What follows belongs to an exercise in optimizing a design on an open flow for small area and a short achievable clock period; a production flow would make more cautious choices. RTL that was checked went through simulation tests only; none was proved equivalent to the original.

==> module fp_mulr, before the edit <==
module fp_mulr(a, la, ta, ca, b, lb, tb, cb, z);
input  [23:0] a, b;
input  [4:0]  la, ta, lb, tb;
input  [2:0]  ca, cb;
output reg [23:0] z;
wire        sz  = a[23] ^ b[23];
wire [5:0]  ea  = a[22:17], eb = b[22:17];
wire [5:0]  ea1 = {ea[5:1], ea[0] | ~|ea};
wire [5:0]  eb1 = {eb[5:1], eb[0] | ~|eb};
wire [35:0] pn;
wire [35:0] p = ~pn;
mul18 u_mul (.a({|ea, a[16:0]}), .b({|eb, b[16:0]}), .pn(pn));
wire signed [7:0] lm = 8'sd17 - $signed({3'b000, la}) - $signed({3'b000, lb});
wire signed [7:0] q  = 8'sd49 - $signed({2'b00, ea1}) - $signed({2'b00, eb1});
wire              nf = (lm >= q);                        
wire signed [7:0] l0 = nf ? lm : q;
wire [5:0]        sh = l0[7] ? 6'd0 : (l0[6] ? 6'd63 : l0[5:0]);
wire [7:0]        eb0 = {2'b00, ea1} + {2'b00, eb1} - {3'b000, la} - {3'b000, lb} - 8'd31;
wire [7:0]        eb1x = eb0 + 8'd1;
wire              st = ({2'b00, ta} + {2'b00, tb} + 7'd2) <= {1'b0, sh};
wire [36:0] p2 = {p, 1'b0};
wire [19:0] w  = p2 >> sh;
wire        corr = w[19];
wire [17:0] sig0 = w[18:1],  sig1 = w[19:2];
wire        rup0 = w[0] & (st | sig0[0]);
wire        rup1 = w[1] & (st | w[0] | sig1[0]);
wire [7:0]  ee0  = nf ? eb0 : {7'd0, sig0[17]};
wire [7:0]  ee1  = nf ? eb1x : {7'd0, sig1[17]};
wire [22:0] mag0 = {ee0[5:0], sig0[16:0]} + {22'd0, rup0};
wire [22:0] mag1 = {ee1[5:0], sig1[16:0]} + {22'd0, rup1};
wire        ovf0 = (nf & ((ee0[7:6] != 2'b00) | (&ee0[5:0]))) | (&mag0[22:17]);
wire        ovf1 = (nf & ((ee1[7:6] != 2'b00) | (&ee1[5:0]))) | (&mag1[22:17]);
wire [22:0] mag  = corr ? mag1 : mag0;
wire        ovf  = corr ? ovf1 : ovf0;
always @(*) begin
   if (ca[2] || cb[2] || (ca[1] && cb[0]) || (cb[1] && ca[0]))
      z = 24'h7e0001;
   else if (ca[1] || cb[1] || ovf)
      z = {sz, 6'h3f, 17'd0};
   else if (ca[0] || cb[0])
      z = {sz, 23'd0};
   else
      z = {sz, mag};
end
endmodule
export LEC_CHECK = 0
export CAP_MARGIN = 20
export CORE_MARGIN = 2
export CORE_UTILIZATION = 55
export PLACE_DENSITY = 0.75
export SLEW_MARGIN = 20
export SYNTH_HIERARCHICAL = 1
create_clock -name core_clock -period 35.0 [get_ports {clock}]
standard.sh (not shown) runs the stock make flow with config.mk's settings and CLKGATE_MAP_FILE= SYNTH_SCRIPT=/design/flow/synth_recipe.tcl, a recipe that flattens the netlist after the stock synthesis.
==> flow/flow/run.sh <==
#!/bin/bash
# Layout flow for this design.
#  1. Synthesis: the standard flow's own synthesis script (ORFS synth.tcl, hierarchical
#     as set in config.mk), changed so that only the full adders of the
#     multiplier arrays (module fa_cell) are mapped to adder cells; the rest
#     of the logic, except the multiplier arrays (module mul18), is
#     flattened just before ABC, which maps it with flow/abc.script.
#     Yosys's early "abc -fast" pass is skipped so that the adders stay as
#     written.  Registers are untouched, so they keep
#     the names and cell types of the standard synthesis.
#  2. Floorplan to finish: the standard steps (standard.sh).
# Each tool's output goes to a log file of its own in this folder.
set -o pipefail
W=$(pwd)
S=$FLOW_HOME/scripts

# synthesis script
sed -e "s|^source \$::env(SCRIPTS_DIR)/synth_preamble.tcl\$|&\nset abc_args [list -script $W/flow/abc.script {*}\$lib_args {*}\$lib_dont_use_args -constr \$::env(OBJECTS_DIR)/abc.constr]|" \
    -e "s|^\(  *\)extract_fa {\*}\[dont_use_extract_fa_args\]\$|\1extract_fa {*}[dont_use_extract_fa_args] fa_cell|" \
    -e "s|^\(  *\)log_cmd abc {\*}\$abc_args\$|\1setattr -mod -unset keep_hierarchy\n\1setattr -mod -set keep_hierarchy 1 mul18\n\1flatten\n\1hierarchy -top \$::env(DESIGN_NAME)\n\1opt_clean -purge\n&|" \
    $S/synth.tcl > my_synth.tcl
sed -e "s|yosys synth -nofsm -noshare|yosys synth -nofsm -noshare -noabc|" \
    -e "s|^source \$::env(SCRIPTS_DIR)/synth.tcl\$|source $W/my_synth.tcl|" \
    synth_recipe.tcl > my_synth_recipe.tcl
diff $S/synth.tcl my_synth.tcl > my_synth.diff
diff synth_recipe.tcl my_synth_recipe.tcl > my_synth_recipe.diff

# the standard make command, for the synthesis target with the script above
MK=$(grep '^make ' standard.sh | sed -e "s|SYNTH_SCRIPT=[^ ]*|SYNTH_SCRIPT=$W/my_synth_recipe.tcl|" -e 's|"\${@:-finish}"|synth|')
eval "$MK" > synth.log 2>&1 || exit 1

# floorplan to finish: port buffers of plain buffers, and the timing repair
# aiming for extra setup slack (the clock and constraints are unchanged)
export BUFFER_PORTS_ARGS="-buffer_cell sky130_fd_sc_hd__buf_4"
export SETUP_SLACK_MARGIN=$(cat flow/margin.txt)
bash standard.sh > standard.log 2>&1
==> flow/flow/abc.script <==
strash
dch
map -B 0.9
topo
stime -c
buffer -c
upsize -c
dnsize -c
==> flow/flow/margin.txt <==
19.5
The first run completed without violations.
Next try:
--- a/flow/design.v
+++ b/flow/design.v
@@ -123,21 +123,17 @@
 wire [7:0]        eb1x = eb0 + 8'd1;
 wire              st = ({2'b00, ta} + {2'b00, tb} + 7'd2) <= {1'b0, sh};
 wire [36:0] p2 = {p, 1'b0};
 wire [19:0] w  = p2 >> sh;
 wire        corr = w[19];
-wire [17:0] sig0 = w[18:1],  sig1 = w[19:2];
-wire        rup0 = w[0] & (st | sig0[0]);
-wire        rup1 = w[1] & (st | w[0] | sig1[0]);
-wire [7:0]  ee0  = nf ? eb0 : {7'd0, sig0[17]};
-wire [7:0]  ee1  = nf ? eb1x : {7'd0, sig1[17]};
-wire [22:0] mag0 = {ee0[5:0], sig0[16:0]} + {22'd0, rup0};
-wire [22:0] mag1 = {ee1[5:0], sig1[16:0]} + {22'd0, rup1};
-wire        ovf0 = (nf & ((ee0[7:6] != 2'b00) | (&ee0[5:0]))) | (&mag0[22:17]);
-wire        ovf1 = (nf & ((ee1[7:6] != 2'b00) | (&ee1[5:0]))) | (&mag1[22:17]);
-wire [22:0] mag  = corr ? mag1 : mag0;
-wire        ovf  = corr ? ovf1 : ovf0;
+wire [17:0] sig  = corr ? w[19:2] : w[18:1];
+wire        g    = corr ? w[1] : w[0];
+wire        s    = st | (corr & w[0]);
+wire        rup  = g & (s | sig[0]);
+wire [7:0]  ee   = nf ? (corr ? eb1x : eb0) : {7'd0, sig[17]};
+wire [22:0] mag  = {ee[5:0], sig[16:0]} + {22'd0, rup};
+wire        ovf  = (nf & ((ee[7:6] != 2'b00) | (&ee[5:0]))) | (&mag[22:17]);
 always @(*) begin
    if (ca[2] || cb[2] || (ca[1] && cb[0]) || (cb[1] && ca[0]))
       z = 24'h7e0001;
    else if (ca[1] || cb[1] || ovf)
       z = {sz, 6'h3f, 17'd0};
Outcome: The changed run completed with no timing, DRC or antenna violations. Cell area goes down by a few percent. Via count went down by a few percent. Global-route usage is lower by 0.85 points. Non-clock buffer count drops by 13. Core utilization is about the same. Setup slack improves by 0.028 ns. Count of clock-buffer cells in the layout falls by 3. Cell count fell by a few percent.
Only the layout flow was run in the first run of this note; the RTL was not checked for function there.

-- separate check: timing with driven ports --
The results above use ideal ports. As a check the final layouts listed here were re-extracted and re-timed, cells and wires unchanged. Step 1, drivers: a clkbuf_16 drives clock and a buf_2 each remaining input, both assumed. Step 2 also shifts input and output timing later by t, the mid clock arrival at the registers, as if the neighbouring blocks saw the same clock. Slacks: no drivers / after step 1 / after step 2; pairs: no drivers / after step 1.
run	shift t [ns]	slack for setup (ns)	worst setup path at the end	latest minus earliest clock arrival (ns)	worst register clock-pin slew, ns
the first run	0.421	19.936 / 19.876 / 19.540	input to register	0.010 / 0.009	0.07 / 0.07
the second run	0.427	19.964 / 19.969 / 19.541	input to register	0.022 / 0.023	0.09 / 0.09
After both steps setup and hold are still met in every run listed. For the second run, which loses most, drivers alone change the setup slack by +0.005 ns; drivers and shift together by -0.423 ns.
